Context: an optimization exercise on an open-source flow, tuned for small area. The choices shown serve that exercise and are no tape-out recipe. In this exercise RTL edits were held to simulation tests only and were not proved equivalent to the original. Power is estimated from default activity; no workload was simulated.

==> flow/design.v (excerpt) <==
module sc_axi_slave # (
  parameter P_AD_W = 32,
  parameter P_DT_W = 32,
  parameter P_ID_W = 8
) (
  input S_AXI_ACLK,
  input S_AXI_ARESETN,
  input [P_ID_W-1:0] S_AXI_AWID,
  input [P_AD_W-1:0] S_AXI_AWADDR,
  input [7:0] S_AXI_AWLEN,
  input [2:0] S_AXI_AWSIZE,
  input [1:0] S_AXI_AWBURST,
  input S_AXI_AWLOCK,
  input [3:0] S_AXI_AWCACHE,
  input [2:0] S_AXI_AWPROT,
  input S_AXI_AWVALID,
  output reg S_AXI_AWREADY,
  input [P_DT_W-1:0] S_AXI_WDATA,
  input [P_DT_W/8-1:0] S_AXI_WSTRB,
  input S_AXI_WLAST,
  input S_AXI_WVALID,
  output reg S_AXI_WREADY,
  output reg [P_ID_W-1:0] S_AXI_BID,
  output [1:0] S_AXI_BRESP,
  output reg S_AXI_BVALID,
  input S_AXI_BREADY,
  input [P_ID_W-1:0] S_AXI_ARID,
  input [P_AD_W-1:0] S_AXI_ARADDR,
  input [7:0] S_AXI_ARLEN,
  input [2:0] S_AXI_ARSIZE,
  input [1:0] S_AXI_ARBURST,
  input S_AXI_ARLOCK,
  input [3:0] S_AXI_ARCACHE,
  input [2:0] S_AXI_ARPROT,
  input S_AXI_ARVALID,
  output reg S_AXI_ARREADY,
  output reg [P_ID_W-1:0] S_AXI_RID,
  output reg [P_DT_W-1:0] S_AXI_RDATA,
  output [1:0] S_AXI_RRESP,
  output reg S_AXI_RLAST,
  output reg S_AXI_RVALID,
  input S_AXI_RREADY,
  output reg REG_WEN,
  output reg [P_AD_W-1:0] REG_WADDR,
  output reg [P_DT_W/8-1:0] REG_WBTEN,
  output [P_DT_W-1:0] REG_WDATA,
  output reg REG_REN,
  output reg [P_AD_W-1:0] REG_RADDR,
  input [P_DT_W-1:0] REG_RDATA,
  input REG_WACCERR,
  input REG_RACCERR,
  input REG_RWAIT
);
localparam [2:0] M_HOLD = 3'd0,   
                 M_W2   = 3'd1,   
                 M_W4   = 3'd2,
                 M_W8   = 3'd3,
                 M_W16  = 3'd4,
                 M_INCR = 3'd5;   
function [2:0] f_mode;
  input [1:0] burst;
  input [7:0] len;
  begin
    if (burst == 2'b01)
      f_mode = M_INCR;
    else if (burst == 2'b10)
  ...
Size in the first run: about 990 cells after synthesis, roughly 310 flip-flops, ~360 I/O pins, ~12,000 um2 of cells after synthesis.
clock: 5.0 ns
lec_check: 0
cap_margin: 20
core_margin: 2
core_utilization: 70
slew_margin: 20
standard.sh (not shown) runs the stock make flow with config.mk's settings and CLKGATE_MAP_FILE= SYNTH_SCRIPT=/design/flow/synth_recipe.tcl, a recipe that flattens the netlist after the stock synthesis.
==> flow/flow/run.sh <==
#!/bin/bash
# Standard ORFS layout (the standard.sh) with two changes:
#  - port buffers use the smallest buffer cell (sky130_fd_sc_hd__buf_1)
#  - clock tree: clkbuf_8 only, sink clusters of 20, no dummy loads
set -o pipefail
export BUFFER_PORTS_ARGS="-buffer_cell sky130_fd_sc_hd__buf_1"
export CTS_ARGS="-sink_clustering_enable -repair_clock_nets -dont_use_dummy_load -buf_list sky130_fd_sc_hd__clkbuf_8 -sink_clustering_size 20 -sink_clustering_max_diameter 50"
bash standard.sh > standard.log 2>&1
The first run produced a clean layout.
Then changed:
--- a/flow/design.v
+++ b/flow/design.v
@@ -212,34 +212,35 @@
   end else if (S_AXI_BREADY) begin
     S_AXI_BVALID <= 0;
   end
 end
 wire w_rd0 = ~r_aw_lat_rflg & r_aw_lat_vld0;
 wire w_rd1 =  r_aw_lat_rflg & r_aw_lat_vld1;
 wire [P_ID_W-1:0] w_lat_id   = ({P_ID_W{w_rd1}} & r_awid_lat1)   | ({P_ID_W{w_rd0}} & r_awid_lat0);
 wire [P_AD_W-1:0] w_lat_addr = ({P_AD_W{w_rd1}} & r_awaddr_lat1) | ({P_AD_W{w_rd0}} & r_awaddr_lat0);
 wire [2:0]        w_lat_mode = ({3{w_rd1}} & r_awmode_lat1) | ({3{w_rd0}} & r_awmode_lat0);
 wire [1:0]        w_lat_size = ({2{w_rd1}} & r_awsize_lat1) | ({2{w_rd0}} & r_awsize_lat0);
 wire [2:0] w_aw_mode = f_mode(S_AXI_AWBURST, S_AXI_AWLEN);
 wire [1:0] w_aw_size = f_size(S_AXI_AWSIZE);
-wire w_st2      = r_wch_status >= 2'b10;
-wire w_bsel_wid = w_st2 & r_wstate;
-wire w_bsel_l1  = w_st2 & ~r_wstate & w_rd1;
-wire w_bsel_l0  = w_st2 & ~r_wstate & w_rd0;
-wire w_bsel_aw  = ~w_st2;
 always @ (posedge S_AXI_ACLK) begin
   if (w_bset) begin
     r_bresp <= REG_WACCERR;
-    S_AXI_BID <= ({P_ID_W{w_bsel_wid}} & r_wid) | ({P_ID_W{w_bsel_l1}} & r_awid_lat1) |
-                 ({P_ID_W{w_bsel_l0}} & r_awid_lat0) | ({P_ID_W{w_bsel_aw}} & S_AXI_AWID);
+    if (r_wch_status >= 2'b10) begin
+      if (r_wstate)
+        S_AXI_BID <= r_wid;
+      else
+        S_AXI_BID <= w_lat_id;
+    end else begin
+      S_AXI_BID <= S_AXI_AWID;
+    end
   end
 end
 wire w_lat_we = w_axi_awen & (r_wch_status >= 2'b10 |
                               (r_wch_status == 2'b01 & ~S_AXI_WVALID));
 always @ (posedge S_AXI_ACLK or negedge S_AXI_ARESETN) begin
   if (!S_AXI_ARESETN) begin
     r_aw_lat_wflg <= 0;
     r_aw_lat_vld0 <= 0;
     r_aw_lat_vld1 <= 0;
   end else if (w_lat_we) begin
     r_aw_lat_wflg <= ~r_aw_lat_wflg;
     if (r_aw_lat_wflg)
@@ -299,38 +300,32 @@
     REG_WEN  <= w_wstart;
   end else if (w_axi_ben) begin
     r_wstate <= 0;
     REG_WEN  <= 0;
   end else begin
     REG_WEN  <= w_axi_wen;
   end
 end
 always @ (posedge S_AXI_ACLK) begin
   if (~r_wstate) begin
     r_wid     <= w_src_id;
     r_wmode   <= w_src_mode;
+    REG_WADDR <= w_src_addr;
     REG_WBTEN <= f_bten(w_src_size, w_src_addr[1:0]) &
                  (w_src_size == 2'd3 ? 4'b1111 : w_src_strb);
   end else begin
+    REG_WADDR <= w_axi_wen ? f_step(r_wmode, REG_WADDR) : {P_AD_W{1'b0}};
     REG_WBTEN <= w_axi_wen ? REG_WBTEN : 4'b0000;
   end
 end
-wire w_sa1 = ~r_wstate & w_start_lat & w_rd1;
-wire w_sa0 = ~r_wstate & w_start_lat & w_rd0;
-wire w_saw = ~r_wstate & ~w_start_lat;
-wire w_sst =  r_wstate & w_axi_wen;
-always @ (posedge S_AXI_ACLK) begin
-  REG_WADDR <= ({P_AD_W{w_sa1}} & r_awaddr_lat1) | ({P_AD_W{w_sa0}} & r_awaddr_lat0) |
-               ({P_AD_W{w_saw}} & S_AXI_AWADDR)  | ({P_AD_W{w_sst}} & f_step(r_wmode, REG_WADDR));
-end
 assign w_axi_aren = S_AXI_ARVALID & S_AXI_ARREADY;
 assign w_axi_ren  = S_AXI_RVALID  & S_AXI_RREADY;
 always @ (posedge S_AXI_ACLK or negedge S_AXI_ARESETN) begin
   if (!S_AXI_ARESETN) begin
     S_AXI_ARREADY <= 0;
   end else if (r_rstn_pedge) begin
     S_AXI_ARREADY <= 1;
   end else if (w_axi_ren & S_AXI_RLAST) begin
     S_AXI_ARREADY <= 1;
   end else if (w_axi_aren) begin
     S_AXI_ARREADY <= 0;
   end
- The new run ran to the end with no violations
- cell area came out higher by 2.1%
- setup slack loses 0.17 ns
- sequential share of layout area came out lower by 1.0 points
- sequential power hardly moves
- synthesized cell count came out higher by 4.3%
- hold slack degrades by 0.053 ns
- first-iteration DRC count rises by 7.4%
- clock power barely changes
- die area is higher by 2.4%
- total power climbs by 4.6%
- via count came out higher by 4.7%
- register-to-register slack stays flat

what the ideal ports hide:
The flow's constraints put no driver on any port. The routed layouts listed below were extracted and timed again, unchanged, in two steps.
Step 1 (the two cells are an assumption about what drives the block):
set clk [get_ports {S_AXI_ACLK}]
set_driving_cell -lib_cell sky130_fd_sc_hd__clkbuf_16 $clk
set_driving_cell -lib_cell sky130_fd_sc_hd__buf_2 [delete_from_list [all_inputs] $clk]
Step 2 adds t to the input delays and takes it off the output delays; t is the mean of the earliest and latest rising clock arrival at the registers after step 1. Input paths then give back, and output paths get back, about the clock's delay inside the block.
a / b / c = no drivers / after step 1 / after step 2; a / b = the first two.
run	t, ns	slack for setup (ns)	clock arrival spread, ns
the first run	0.575	2.239 / 2.239 / 1.726	0.064 / 0.064
the second run	0.584	2.065 / 2.050 / 1.467	0.069 / 0.069
After both steps every run listed still meets setup and hold. For the second run, which loses most, drivers alone change the setup slack by -0.015 ns; drivers and shift together by -0.598 ns.
